From an optimization exercise on the open Yosys and OpenROAD flow, aimed at small area; shortcuts taken in it are not production practice.
Only the layout flow was run in this run; the RTL was not checked for function there.
No activity file was given, so power comes from the tool's default toggle rates.

==> flow/design.v <==
module Music_App(
    input [12:0] pixel_index,
    input [2:0] app_state,
    input basys_clock,
    input rst,
    input btnC, btnL, btnR,
    output AIN,
    output [6:0] seg,
    output [3:0] an,
    output [15:0] oled_color,
    output reg [3:0] led
    );
    wire clk = basys_clock;
    wire app2 = (app_state == 3'd2);
    reg r1, r2, l1, l2;
    reg [3:0] song_state;
    always @(posedge clk) begin
        r1 <= rst ? 1'b0 : btnR;  r2 <= r1;
        l1 <= rst ? 1'b0 : btnL;  l2 <= l1;
    end
    wire R_pressed = r1 & ~r2, L_pressed = l1 & ~l2;
    always @(posedge clk) begin
        if (rst) song_state <= 4'd1;
        else if (app2) begin
            if (R_pressed) song_state <= song_state + 4'd1;
            else if (L_pressed) song_state <= song_state - 4'd1;
            else if (song_state == 4'd5) song_state <= 4'd1;
            else if (song_state == 4'd0) song_state <= 4'd4;
        end
    end
    wire [3:0] ssel = {song_state == 4'd4, song_state == 4'd3, song_state == 4'd2, song_state == 4'd1};
    always @(posedge clk) led <= ssel;
    reg btnd;
    always @(posedge clk) btnd <= rst ? 1'b0 : btnC;
    reg [9:0] B;
    always @(posedge clk) B <= rst ? 10'h3ff : B + 10'd1;
    wire [9:0] U = B - 10'd1;
    reg [2:0] R5;
    wire R5_w = ((R5 & 3'd3) == 3'd2);
    always @(posedge clk) R5 <= rst ? 3'd7 : {R5[1:0], R5[2] ^ R5[0] ^ R5_w};
    reg [4:0] R23;
    wire R23_w = ((R23 & 5'd15) == 5'd12);
    always @(posedge clk) R23 <= rst ? 5'd22 : {R23[3:0], R23[4] ^ R23[1] ^ R23_w};
    reg [3:0] R13;
    wire R13_w = ((R13 & 4'd7) == 4'd5);
    always @(posedge clk) R13 <= rst ? 4'd14 : {R13[2:0], R13[3] ^ R13[0] ^ R13_w};
    reg [6:0] R97;
    wire R97_w = ((R97 & 7'd59) == 7'd18);
    always @(posedge clk) R97 <= rst ? 7'd105 : {R97[5:0], R97[6] ^ R97[0] ^ R97_w};
    reg [6:0] R73;
    wire R73_w = ((R73 & 7'd47) == 7'd15);
    always @(posedge clk) R73 <= rst ? 7'd47 : {R73[5:0], R73[6] ^ R73[0] ^ R73_w};
    reg [5:0] R43;
    wire R43_w = ((R43 & 6'd39) == 6'd0);
    always @(posedge clk) R43 <= rst ? 6'd4 : {R43[4:0], R43[5] ^ R43[4] ^ R43_w};
    reg [4:0] R17;
    wire R17_w = ((R17 & 5'd7) == 5'd0);
    always @(posedge clk) R17 <= rst ? 5'd4 : {R17[3:0], R17[4] ^ R17[1] ^ R17_w};
    reg [3:0] R9;
    wire R9_w = ((R9 & 4'd9) == 4'd0);
    always @(posedge clk) R9 <= rst ? 4'd1 : {R9[2:0], R9[3] ^ R9[2] ^ R9_w};
    wire m3 = (R9 == 4'd7) | (R9 == 4'd12) | (R9 == 4'd2);
    reg [3:0] R9h;
    wire R9h_w = ((R9h & 4'd9) == 4'd0);
    always @(posedge clk) R9h <= rst ? 4'd2 : R9_w ? {R9h[2:0], R9h[3] ^ R9h[2] ^ R9h_w} : R9h;
    reg [2:0] R7;
    wire R7_w = ((R7 & 3'd6) == 3'd0);
    always @(posedge clk) R7 <= rst ? 3'd4 : {R7[1:0], R7[2] ^ R7[0]};
    reg [2:0] R7h;
    wire R7h_w = ((R7h & 3'd6) == 3'd0);
    always @(posedge clk) R7h <= rst ? 3'd1 : R7_w ? {R7h[1:0], R7h[2] ^ R7h[0]} : R7h;
    reg [3:0] R11;
    wire R11_w = ((R11 & 4'd6) == 4'd0);
    always @(posedge clk) R11 <= rst ? 4'd12 : {R11[2:0], R11[3] ^ R11[0] ^ R11_w};
    reg [3:0] R11h;
    wire R11h_w = ((R11h & 4'd6) == 4'd0);
    always @(posedge clk) R11h <= rst ? 4'd9 : R11_w ? {R11h[2:0], R11h[3] ^ R11h[0] ^ R11h_w} : R11h;
    reg TD_a;
    always @(posedge clk) TD_a <= rst ? 1'b0 : TD_a ^ (R5_w & R23_w);
    reg TD_gH;
    always @(posedge clk) TD_gH <= rst ? 1'b0 : TD_gH ^ (R5_w & R13_w);
    reg TD_cH;
    always @(posedge clk) TD_cH <= rst ? 1'b0 : TD_cH ^ (R97_w);
    reg TD_fH;
    always @(posedge clk) TD_fH <= rst ? 1'b0 : TD_fH ^ (R73_w);
    reg TD_dH;
    always @(posedge clk) TD_dH <= rst ? 1'b0 : TD_dH ^ (~B[0] & R43_w);
    reg TD_g;
    always @(posedge clk) TD_g <= rst ? 1'b0 : TD_g ^ (m3 & R43_w);
    reg TD_eS;
    always @(posedge clk) TD_eS <= rst ? 1'b0 : TD_eS ^ (R9_w & R9h_w);
    reg TD_f;
    always @(posedge clk) TD_f <= rst ? 1'b0 : TD_f ^ ((B[3:0] == 4'd0) & R9_w);
    reg TD_e;
    always @(posedge clk) TD_e <= rst ? 1'b0 : TD_e ^ (R9_w & R17_w);
    reg TD_b;
    always @(posedge clk) TD_b <= rst ? 1'b0 : TD_b ^ (~B[0] & m3 & R17_w);
    reg TD_c;
    always @(posedge clk) TD_c <= rst ? 1'b0 : TD_c ^ ((B[1:0] == 2'd0) & R7_w & R7h_w);
    reg TD_eH;
    always @(posedge clk) TD_eH <= rst ? 1'b0 : TD_eH ^ (R7_w & R11_w);
    reg TD_gS;
    always @(posedge clk) TD_gS <= rst ? 1'b0 : TD_gS ^ (R11_w & R11h_w);
    reg [4:0] i1;
    reg [15:0] c1_q;
    wire [15:0] c1 = c1_q ^ 16'h5555;
    wire n1_0 = (i1==5'd1)|(i1==5'd2)|(i1==5'd4)|(i1==5'd5)|(i1==5'd6)|(i1==5'd13)|(i1==5'd16)|(i1==5'd18)|(i1==5'd20)|(i1==5'd23)|(i1==5'd26)|(i1==5'd29);
    wire n1_1 = (i1==5'd1)|(i1==5'd2)|(i1==5'd5)|(i1==5'd8)|(i1==5'd9)|(i1==5'd11)|(i1==5'd14)|(i1==5'd21);
    wire n1_2 = (i1==5'd4)|(i1==5'd10)|(i1==5'd11)|(i1==5'd20)|(i1==5'd23);
    wire n1_3 = 1'b0;
    wire [3:0] n1 = {n1_3, n1_2, n1_1, n1_0};
    wire k1_0 = (i1==5'd8)|(i1==5'd9)|(i1==5'd14)|(i1==5'd21);
    wire k1_1 = (i1==5'd4)|(i1==5'd10)|(i1==5'd20)|(i1==5'd23);
    wire k1_2 = (i1==5'd0)|(i1==5'd1)|(i1==5'd2)|(i1==5'd3)|(i1==5'd5)|(i1==5'd6)|(i1==5'd7)|(i1==5'd11)|(i1==5'd12)|(i1==5'd13)|(i1==5'd15)|(i1==5'd17)|(i1==5'd18)|(i1==5'd19)|(i1==5'd22)|(i1==5'd24)|(i1==5'd25)|(i1==5'd26)|(i1==5'd27)|(i1==5'd28)|(i1==5'd30)|(i1==5'd31);
    wire k1_3 = (i1==5'd16)|(i1==5'd29);
    wire [3:0] k1 = {k1_3, k1_2, k1_1, k1_0};
    wire idle1 = ((i1 & 5'd21) == 5'd17);
    wire term1 = (k1[0] & ((c1 & 16'h3d7f) == 16'h2023)) | (k1[1] & ((c1 & 16'h77ef) == 16'h300d)) | (k1[2] & ((c1 & 16'hfff9) == 16'h4879)) | (k1[3] & ((c1 & 16'hffff) == 16'he277));
    wire inil1 = idle1 | (((i1 & 5'd26) == 5'd24) & term1);
    wire start1 = btnd & led[0];
    always @(posedge clk) begin
        c1_q <= ((idle1 | term1) ? 16'h0000 : {c1[14:0], ~(c1[15] ^ c1[14] ^ c1[12] ^ c1[3])}) ^ 16'h5555;
        if (rst) i1 <= 5'd27;
        else if (inil1) i1 <= start1 ? 5'd6 : 5'd27;
        else if (term1) i1 <= {i1[3:0], i1[4] ^ i1[1]};
    end
    wire [3:0] disp1 = (idle1 | term1) ? 4'd0 : n1;
    reg [4:0] i2;
    reg [15:0] c2_q;
    wire [15:0] c2 = c2_q ^ 16'h5555;
    wire n2_0 = (i2==5'd7)|(i2==5'd11)|(i2==5'd12)|(i2==5'd14)|(i2==5'd17)|(i2==5'd19)|(i2==5'd23)|(i2==5'd27)|(i2==5'd29)|(i2==5'd30);
    wire n2_1 = (i2==5'd6)|(i2==5'd7)|(i2==5'd11)|(i2==5'd12)|(i2==5'd13)|(i2==5'd14)|(i2==5'd22)|(i2==5'd24)|(i2==5'd27)|(i2==5'd28);
    wire n2_2 = (i2==5'd12)|(i2==5'd23)|(i2==5'd25)|(i2==5'd29)|(i2==5'd31);
    wire n2_3 = (i2==5'd6)|(i2==5'd7)|(i2==5'd22)|(i2==5'd23)|(i2==5'd25)|(i2==5'd28)|(i2==5'd29)|(i2==5'd31);
    wire [3:0] n2 = {n2_3, n2_2, n2_1, n2_0};
    wire k2_0 = (i2==5'd7);
    wire k2_1 = (i2==5'd15);
    wire k2_2 = (i2==5'd17);
    wire k2_3 = (i2==5'd0)|(i2==5'd1)|(i2==5'd2)|(i2==5'd4)|(i2==5'd5)|(i2==5'd6)|(i2==5'd8)|(i2==5'd9)|(i2==5'd10)|(i2==5'd11)|(i2==5'd12)|(i2==5'd13)|(i2==5'd14)|(i2==5'd16)|(i2==5'd18)|(i2==5'd19)|(i2==5'd20)|(i2==5'd21)|(i2==5'd22)|(i2==5'd23)|(i2==5'd24)|(i2==5'd25)|(i2==5'd26)|(i2==5'd27)|(i2==5'd29)|(i2==5'd30)|(i2==5'd31);
    wire k2_4 = (i2==5'd3);
    wire k2_5 = (i2==5'd28);
    wire [5:0] k2 = {k2_5, k2_4, k2_3, k2_2, k2_1, k2_0};
    wire idle2 = ((i2 & 5'd7) == 5'd2);
    wire term2 = (k2[0] & ((c2 & 16'h0001) == 16'h0001)) | (k2[1] & ((c2 & 16'ha8ff) == 16'ha039)) | (k2[2] & ((c2 & 16'hc37f) == 16'h8065)) | (k2[3] & ((c2 & 16'h77ef) == 16'h300d)) | (k2[4] & ((c2 & 16'he7ff) == 16'h421e)) | (k2[5] & ((c2 & 16'hffff) == 16'he277));
    wire inil2 = idle2;
    wire start2 = btnd & led[1];
    always @(posedge clk) begin
        c2_q <= ((idle2 | term2) ? 16'h0000 : {c2[14:0], ~(c2[15] ^ c2[14] ^ c2[12] ^ c2[3])}) ^ 16'h5555;
        if (rst) i2 <= 5'd26;
        else if (inil2) i2 <= start2 ? 5'd11 : 5'd26;
        else if (term2) i2 <= {i2[3:0], i2[4] ^ i2[1]};
    end
    wire [3:0] disp2 = (idle2 | term2) ? 4'd0 : n2;
    reg [3:0] i3;
    reg [15:0] c3_q;
    wire [15:0] c3 = c3_q ^ 16'h5555;
    wire n3_0 = (i3==4'd1)|(i3==4'd2)|(i3==4'd4)|(i3==4'd5)|(i3==4'd7)|(i3==4'd8)|(i3==4'd11)|(i3==4'd12)|(i3==4'd13)|(i3==4'd14)|(i3==4'd15);
    wire n3_1 = (i3==4'd1)|(i3==4'd2)|(i3==4'd7)|(i3==4'd8)|(i3==4'd9)|(i3==4'd10)|(i3==4'd11)|(i3==4'd12)|(i3==4'd13)|(i3==4'd14)|(i3==4'd15);
    wire n3_2 = (i3==4'd3)|(i3==4'd6)|(i3==4'd8)|(i3==4'd11)|(i3==4'd14)|(i3==4'd15);
    wire n3_3 = (i3==4'd4)|(i3==4'd5);
    wire [3:0] n3 = {n3_3, n3_2, n3_1, n3_0};
    wire k3_0 = (i3==4'd0)|(i3==4'd1)|(i3==4'd2)|(i3==4'd3)|(i3==4'd4)|(i3==4'd5)|(i3==4'd6)|(i3==4'd7)|(i3==4'd8)|(i3==4'd9)|(i3==4'd10)|(i3==4'd11)|(i3==4'd12)|(i3==4'd13)|(i3==4'd14)|(i3==4'd15);
    wire [0:0] k3 = {k3_0};
    wire idle3 = (i3 == 4'd0);
    wire term3 = (k3[0] & ((c3 & 16'hfff9) == 16'h4879));
    wire inil3 = idle3;
    wire start3 = btnd & led[2];
    always @(posedge clk) begin
        c3_q <= ((idle3 | term3) ? 16'h0000 : {c3[14:0], ~(c3[15] ^ c3[14] ^ c3[12] ^ c3[3])}) ^ 16'h5555;
        if (rst) i3 <= 4'd0;
        else if (inil3) i3 <= start3 ? 4'd1 : 4'd0;
        else if (term3) i3 <= (i3 == 4'd15) ? 4'd0 : i3 + 4'd1;
    end
    wire [3:0] disp3 = (idle3 | term3) ? 4'd0 : n3;
    reg [3:0] i4;
    reg [15:0] c4_q;
    wire [15:0] c4 = c4_q ^ 16'h5555;
    wire n4_0 = (i4==4'd2)|(i4==4'd3)|(i4==4'd5)|(i4==4'd6)|(i4==4'd9)|(i4==4'd13)|(i4==4'd14)|(i4==4'd15);
    wire n4_1 = (i4==4'd1)|(i4==4'd2)|(i4==4'd3)|(i4==4'd4)|(i4==4'd5)|(i4==4'd6)|(i4==4'd9)|(i4==4'd11)|(i4==4'd14)|(i4==4'd15);
    wire n4_2 = (i4==4'd2)|(i4==4'd3)|(i4==4'd6)|(i4==4'd9)|(i4==4'd10)|(i4==4'd15);
    wire n4_3 = (i4==4'd7)|(i4==4'd12)|(i4==4'd13);
    wire [3:0] n4 = {n4_3, n4_2, n4_1, n4_0};
    wire k4_0 = (i4==4'd5)|(i4==4'd10)|(i4==4'd13);
    wire k4_1 = (i4==4'd2)|(i4==4'd4)|(i4==4'd9)|(i4==4'd12);
    wire k4_2 = (i4==4'd7);
    wire k4_3 = (i4==4'd0)|(i4==4'd1)|(i4==4'd3)|(i4==4'd6)|(i4==4'd8)|(i4==4'd11)|(i4==4'd14)|(i4==4'd15);
    wire [3:0] k4 = {k4_3, k4_2, k4_1, k4_0};
    wire idle4 = ((i4 & 4'd7) == 4'd0);
    wire term4 = (k4[0] & ((c4 & 16'h3d7f) == 16'h2023)) | (k4[1] & ((c4 & 16'h77ef) == 16'h300d)) | (k4[2] & ((c4 & 16'hfff9) == 16'h4879)) | (k4[3] & ((c4 & 16'hffff) == 16'he277));
    wire inil4 = idle4;
    wire start4 = btnd & led[3];
    always @(posedge clk) begin
        c4_q <= ((idle4 | term4) ? 16'h0000 : {c4[14:0], ~(c4[15] ^ c4[14] ^ c4[12] ^ c4[3])}) ^ 16'h5555;
        if (rst) i4 <= 4'd8;
        else if (inil4) i4 <= start4 ? 4'd1 : 4'd8;
        else if (term4) i4 <= {i4[2:0], i4[3] ^ i4[0]};
    end
    wire [3:0] disp4 = (idle4 | term4) ? 4'd0 : n4;
    wire [3:0] nsel = ({4{ssel[0]}} & disp1) | ({4{ssel[1]}} & disp2) | ({4{ssel[2]}} & disp3) | ({4{ssel[3]}} & disp4);
    wire tsel = ((nsel == 4'd1) & TD_a) | ((nsel == 4'd2) & TD_cH) | ((nsel == 4'd3) & TD_eH) | ((nsel == 4'd4) & TD_fH) | ((nsel == 4'd5) & TD_f) | ((nsel == 4'd6) & TD_gS) | ((nsel == 4'd7) & TD_dH) | ((nsel == 4'd8) & TD_g) | ((nsel == 4'd9) & TD_gH) | ((nsel == 4'd10) & TD_b) | ((nsel == 4'd11) & TD_c) | ((nsel == 4'd12) & TD_e) | ((nsel == 4'd13) & TD_eS);
    reg AIN_r;
    always @(posedge clk) AIN_r <= rst ? 1'b0 : app2 ? tsel : AIN_r;
    assign AIN = AIN_r;
    reg [3:0] note_out, note_d;
    always @(posedge clk) begin note_out <= nsel; note_d <= note_out; end
    wire dsel = ~B[9] & B[8];
    wire [4:0] sk = {dsel, note_d};
    wire seg_0 = ~((sk == 5'b1_0001) | (sk == 5'b1_0010) | (sk == 5'b1_0011) | (sk == 5'b1_0100) | (sk == 5'b1_0101) | (sk == 5'b1_0110) | (sk == 5'b0_0110) | (sk == 5'b1_1000) | (sk == 5'b1_1001) | (sk == 5'b1_1011) | (sk == 5'b1_1100) | (sk == 5'b1_1101) | (sk == 5'b0_1101));
    wire seg_1 = ~((sk == 5'b1_0001) | (sk == 5'b0_0010) | (sk == 5'b0_0011) | (sk == 5'b0_0100) | (sk == 5'b1_0111) | (sk == 5'b0_0111) | (sk == 5'b0_1001));
    wire seg_2 = ~((sk == 5'b1_0001) | (sk == 5'b0_0010) | (sk == 5'b0_0011) | (sk == 5'b0_0100) | (sk == 5'b1_0110) | (sk == 5'b0_0110) | (sk == 5'b1_0111) | (sk == 5'b0_0111) | (sk == 5'b1_1000) | (sk == 5'b1_1001) | (sk == 5'b0_1001) | (sk == 5'b1_1010) | (sk == 5'b0_1101));
    wire seg_3 = ~((sk == 5'b1_0010) | (sk == 5'b1_0011) | (sk == 5'b1_0110) | (sk == 5'b0_0110) | (sk == 5'b1_0111) | (sk == 5'b1_1000) | (sk == 5'b1_1001) | (sk == 5'b1_1010) | (sk == 5'b1_1011) | (sk == 5'b1_1100) | (sk == 5'b1_1101) | (sk == 5'b0_1101));
    wire seg_4 = ~((sk == 5'b1_0001) | (sk == 5'b1_0010) | (sk == 5'b0_0010) | (sk == 5'b1_0011) | (sk == 5'b0_0011) | (sk == 5'b1_0100) | (sk == 5'b0_0100) | (sk == 5'b1_0101) | (sk == 5'b1_0110) | (sk == 5'b1_0111) | (sk == 5'b0_0111) | (sk == 5'b1_1000) | (sk == 5'b1_1001) | (sk == 5'b0_1001) | (sk == 5'b1_1010) | (sk == 5'b1_1011) | (sk == 5'b1_1100) | (sk == 5'b1_1101));
    wire seg_5 = ~((sk == 5'b1_0001) | (sk == 5'b1_0010) | (sk == 5'b0_0010) | (sk == 5'b1_0011) | (sk == 5'b0_0011) | (sk == 5'b1_0100) | (sk == 5'b0_0100) | (sk == 5'b1_0101) | (sk == 5'b1_0110) | (sk == 5'b0_0110) | (sk == 5'b0_0111) | (sk == 5'b1_1000) | (sk == 5'b1_1001) | (sk == 5'b0_1001) | (sk == 5'b1_1010) | (sk == 5'b1_1011) | (sk == 5'b1_1100) | (sk == 5'b1_1101) | (sk == 5'b0_1101));
    wire seg_6 = ~((sk == 5'b1_0001) | (sk == 5'b0_0010) | (sk == 5'b1_0011) | (sk == 5'b0_0011) | (sk == 5'b1_0100) | (sk == 5'b0_0100) | (sk == 5'b1_0101) | (sk == 5'b0_0110) | (sk == 5'b1_0111) | (sk == 5'b0_0111) | (sk == 5'b0_1001) | (sk == 5'b1_1010) | (sk == 5'b1_1100) | (sk == 5'b1_1101) | (sk == 5'b0_1101));
    wire [6:0] seg_c = {seg_6, seg_5, seg_4, seg_3, seg_2, seg_1, seg_0};
    assign seg = seg_c;
    assign an = {~dsel, dsel, 2'b11};
    wire [7:0] q = pixel_index[12:5];
    wire [4:0] r = pixel_index[4:0];
    wire [31:0] T33 = 32'hc73ce44e;
    wire [31:0] T34 = 32'h62200231;
    wire [31:0] T35 = 32'h0002461c;
    wire [31:0] A35 = 32'h1f000000;
    wire [31:0] T36 = 32'h890526c4;
    wire [31:0] T37 = 32'h93600248;
    wire [31:0] T38 = 32'h00024924;
    wire [31:0] A38 = 32'h1f800000;
    wire [31:0] T39 = 32'h871ce544;
    wire [31:0] T40 = 32'hf2a00278;
    wire [31:0] T41 = 32'h0003c11c;
    wire [31:0] A41 = 32'h1fc00000;
    wire [31:0] T42 = 32'h85042444;
    wire [31:0] T43 = 32'h92200248;
    wire [31:0] T44 = 32'h00024914;
    wire [31:0] A44 = 32'h1f800000;
    wire [31:0] T45 = 32'hc93c244e;
    wire [31:0] T46 = 32'h92201e49;
    wire [31:0] T47 = 32'h00024624;
    wire [31:0] A47 = 32'h1f000000;
    wire [31:0] T78 = 32'h2780e49e;
    wire [31:0] T79 = 32'h0003ce38;
    wire [31:0] A79 = 32'h1f000000;
    wire [31:0] T81 = 32'h20812482;
    wire [31:0] T82 = 32'h00004110;
    wire [31:0] A82 = 32'h1f800000;
    wire [31:0] T84 = 32'h2380e48e;
    wire [31:0] T85 = 32'h0001c610;
    wire [31:0] A85 = 32'h1fc00000;
    wire [31:0] T87 = 32'h2080a482;
    wire [31:0] T88 = 32'h00004810;
    wire [31:0] A88 = 32'h1f800000;
    wire [31:0] T90 = 32'he7812302;
    wire [31:0] T91 = 32'h0003c739;
    wire [31:0] A91 = 32'h1f000000;
    wire [31:0] T126 = 32'h3e01e38c;
    wire [31:0] T127 = 32'h11188006;
    wire [31:0] A128 = 32'h0000007c;
    wire [31:0] T129 = 32'h08002492;
    wire [31:0] T130 = 32'h11248009;
    wire [31:0] A131 = 32'h0000007e;
    wire [31:0] T132 = 32'h0800e492;
    wire [31:0] T133 = 32'h0e248009;
    wire [31:0] A134 = 32'h0000007f;
    wire [31:0] T135 = 32'h08002492;
    wire [31:0] T136 = 32'h04249009;
    wire [31:0] A137 = 32'h0000007e;
    wire [31:0] T138 = 32'h0801e38c;
    wire [31:0] T139 = 32'h04186006;
    wire [31:0] A140 = 32'h0000007c;
    wire [31:0] T174 = 32'h1cf22792;
    wire [31:0] T175 = 32'h89246180;
    wire [31:0] T176 = 32'h00000001;
    wire [31:0] A176 = 32'h01f00000;
    wire [31:0] T177 = 32'h24122096;
    wire [31:0] T178 = 32'h4b2c9040;
    wire [31:0] T179 = 32'h00000002;
    wire [31:0] A179 = 32'h01f80000;
    wire [31:0] T180 = 32'h1c71439a;
    wire [31:0] T181 = 32'hcd349340;
    wire [31:0] T182 = 32'h00000003;
    wire [31:0] A182 = 32'h01fc0000;
    wire [31:0] T183 = 32'h14114092;
    wire [31:0] T184 = 32'h49249240;
    wire [31:0] T185 = 32'h00002aaa;
    wire [31:0] A185 = 32'h01f80000;
    wire [31:0] T186 = 32'h24f08792;
    wire [31:0] T187 = 32'h49246180;
    wire [31:0] T188 = 32'h00000002;
    wire [31:0] A188 = 32'h01f00000;
    wire txt = ((q == 8'd33) & T33[r]) | ((q == 8'd34) & T34[r]) | ((q == 8'd35) & T35[r]) | ((q == 8'd36) & T36[r]) | ((q == 8'd37) & T37[r]) | ((q == 8'd38) & T38[r]) | ((q == 8'd39) & T39[r]) | ((q == 8'd40) & T40[r]) | ((q == 8'd41) & T41[r]) | ((q == 8'd42) & T42[r]) | ((q == 8'd43) & T43[r]) | ((q == 8'd44) & T44[r]) | ((q == 8'd45) & T45[r]) | ((q == 8'd46) & T46[r]) | ((q == 8'd47) & T47[r]) | ((q == 8'd78) & T78[r]) | ((q == 8'd79) & T79[r]) | ((q == 8'd81) & T81[r]) | ((q == 8'd82) & T82[r]) | ((q == 8'd84) & T84[r]) | ((q == 8'd85) & T85[r]) | ((q == 8'd87) & T87[r]) | ((q == 8'd88) & T88[r]) | ((q == 8'd90) & T90[r]) | ((q == 8'd91) & T91[r]) | ((q == 8'd126) & T126[r]) | ((q == 8'd127) & T127[r]) | ((q == 8'd129) & T129[r]) | ((q == 8'd130) & T130[r]) | ((q == 8'd132) & T132[r]) | ((q == 8'd133) & T133[r]) | ((q == 8'd135) & T135[r]) | ((q == 8'd136) & T136[r]) | ((q == 8'd138) & T138[r]) | ((q == 8'd139) & T139[r]) | ((q == 8'd174) & T174[r]) | ((q == 8'd175) & T175[r]) | ((q == 8'd176) & T176[r]) | ((q == 8'd177) & T177[r]) | ((q == 8'd178) & T178[r]) | ((q == 8'd179) & T179[r]) | ((q == 8'd180) & T180[r]) | ((q == 8'd181) & T181[r]) | ((q == 8'd182) & T182[r]) | ((q == 8'd183) & T183[r]) | ((q == 8'd184) & T184[r]) | ((q == 8'd185) & T185[r]) | ((q == 8'd186) & T186[r]) | ((q == 8'd187) & T187[r]) | ((q == 8'd188) & T188[r]);
    wire arr1 = ((q == 8'd35) & A35[r]) | ((q == 8'd38) & A38[r]) | ((q == 8'd41) & A41[r]) | ((q == 8'd44) & A44[r]) | ((q == 8'd47) & A47[r]);
    wire arr2 = ((q == 8'd79) & A79[r]) | ((q == 8'd82) & A82[r]) | ((q == 8'd85) & A85[r]) | ((q == 8'd88) & A88[r]) | ((q == 8'd91) & A91[r]);
    wire arr3 = ((q == 8'd128) & A128[r]) | ((q == 8'd131) & A131[r]) | ((q == 8'd134) & A134[r]) | ((q == 8'd137) & A137[r]) | ((q == 8'd140) & A140[r]);
    wire arr4 = ((q == 8'd176) & A176[r]) | ((q == 8'd179) & A179[r]) | ((q == 8'd182) & A182[r]) | ((q == 8'd185) & A185[r]) | ((q == 8'd188) & A188[r]);
    wire pix_w = txt | ss0 | (arr1 & ssel[0]) | (arr2 & ssel[1]) | (arr3 & ssel[2]) | (arr4 & ssel[3]);
    wire ss0 = (song_state == 4'd0);
    reg pix_q;
    always @(posedge clk) pix_q <= pix_w;
    assign oled_color = {16{pix_q}};
endmodule
==> flow/flow/run.sh <==
#!/bin/bash
# Own layout flow: the standard layout (standard.sh) with three changes:
#  - synthesis maps the combinational logic with an area-oriented ABC script
#    (mysynth.tcl, abc_area_map.script) and leaves adders to ABC instead of
#    extracting half/full adder cells first; registers are untouched;
#  - port buffers use the smallest buffer cell;
#  - clock tree: settings in cts.args, without dummy loads.
# Every tool's output goes to a log file in the work folder.
set -euo pipefail
W=$(pwd)
export MY_ABC_SCRIPT=$W/flow/abc_area_map.script
ARGS=(SYNTH_SCRIPT=$W/flow/mysynth.tcl ADDER_MAP_FILE=
      "BUFFER_PORTS_ARGS=-buffer_cell sky130_fd_sc_hd__buf_1"
      "CTS_ARGS=$(cat $W/flow/cts.args)")
bash standard.sh "${ARGS[@]}" synth > synth.log 2>&1
grep -q "abc (area mapping)" orfs/logs/*/Music_App/base/1_2_yosys.log
bash standard.sh "${ARGS[@]}" > layout.log 2>&1
test -f out/final.def
==> flow/flow/abc_area_map.script <==
strash
&get -n
&deepsyn -J 300 -T 900
&put
dch -f
amap
topo
==> flow/flow/cts.args <==
-sink_clustering_enable -repair_clock_nets -dont_use_dummy_load -buf_list sky130_fd_sc_hd__clkbuf_4 sky130_fd_sc_hd__clkbuf_8
==> flow/flow/mysynth.tcl <==
# The standard flow's synthesis script (synth_recipe.tcl) with one change: the ABC mapping
# of the combinational logic uses an area-oriented script (abc_area_map.script
# beside this file) instead of ORFS's. Registers are mapped before ABC runs, so
# they are the same as the standard synthesis's.
proc synth {args} { yosys synth -nofsm -noshare {*}$args }

proc abc {args} {
  set i [lsearch -exact $args -script]
  if { $i >= 0 } {
    set args [lreplace $args [expr {$i + 1}] [expr {$i + 1}] $::env(MY_ABC_SCRIPT)]
  }
  set j [lsearch -exact $args -D]
  if { $j >= 0 } {
    set args [lreplace $args $j [expr {$j + 1}]]
  }
  puts "abc (area mapping): $args"
  yosys abc {*}$args
}
source $::env(SCRIPTS_DIR)/synth.tcl
# left out here: clear keep_hierarchy, flatten, clean up, hide names made inside functions, write 1_2_yosys.v
==> flow/standard.sh <==
#!/bin/bash
# synth_recipe.tcl (not shown) runs the flow's synth.tcl, then flattens the netlist and writes it again
# the make line also repeats each setting of config.mk as NAME=value (left out here)
make -C /OpenROAD-flow-scripts/flow DESIGN_CONFIG=/design/flow/config.mk WORK_HOME=/design/flow/orfs CLKGATE_MAP_FILE= SYNTH_SCRIPT=/design/flow/synth_recipe.tcl "${@:-finish}"
==> flow/config.mk <==
export PLATFORM = sky130hd
export DESIGN_NAME = Music_App
export DESIGN_NICKNAME = Music_App
export VERILOG_FILES = /design/flow/design.v
export SDC_FILE = /design/flow/constraint.sdc
export NUM_CORES = 4
export LEC_CHECK = 0
export CAP_MARGIN = 20
export CORE_MARGIN = 2
export CORE_UTILIZATION = 40
export SLEW_MARGIN = 20
==> flow/constraint.sdc <==
create_clock -name core_clock -period 10.0 [get_ports {basys_clock}]
set_input_delay 2.0000 -clock core_clock [delete_from_list [all_inputs] [get_ports {basys_clock}]]
set_output_delay 2.0000 -clock core_clock [all_outputs]
set_load 0.01 [all_outputs]
==> notes.md <==
how the worst max path moves through the flow:
stage / to / slack (ns)
2_1_floorplan: pix_q / 5.86
3_3_place_gp: pix_q / 4.56
3_5_place_dp: pix_q / 4.56
power groups by stage:
stage / registers, mW / clock network, mW / logic, mW
after detailed placement: 0.849 / 0 / 0.372
after global placement: 0.849 / 0 / 0.380
after floorplan: 0.839 / 0 / 0.274
stage by stage:
step	instances	instance area, µm²	setup slack [ns]	hold WS [ns]	power [mW]
floorplan	1146	8640	5.86	0.310	1.11
global placement	1450	9020	4.56	0.315	1.23
detailed placement	1450	9020	4.56	0.312	1.22
logic make-up after synthesis:
kind of cell | Yosys count
compound gates | 251
flops | 187
buf+inv | 154
other cells | 1
simple gates | 552
==> notes.md <==
mux contribution to synthesized area 0; die height 151 µm; dpl hpwl 17.5 mm; leading area contributor after synthesis dfxtp_1; largest family of logic cells by synthesized area simple AND/OR/NAND/NOR gates; Post-Synth Simple-Gate Area 0.290; Die Wd 151 µm; Synth area leaders dfxtp_1 (43%), nor2_1 (11%), clkinv_1 (5.6%), nand2_1 (4.1%), o21ai_0 (3.4%); most frequent cell after synthesis nor2_1; Initial Util 0.410; synthesized area 8640 µm²; Ys Warns 1; Seq/Total Area, Yosys 0.433; Synth top area share 0.433; Core Rows 53; Most used DFF post-synth dfxtp_1; number of synthesized register bits 187; io pins 53; Mean Syn Cell Area 7.54 µm²; Port Buf Inserts 50; top cells by count, synth nor2_1 (258), dfxtp_1 (187), clkinv_1 (128); XOR/XNOR share of the synthesized area 0; Placer Congestion 1.03; stop err [ERROR STA-0564] clock_tree_synthesis positional arguments not supported.; failing step clock tree synthesis; Distinct cells, synth 57; Post-Synth Adder-Cell Area 0; outcome aborted with a tool error; asr flop ratio synth 0; Post-synth EDFFs 0; post-synthesis compound-gate area fraction 0.198; post-synthesis cell count 1145
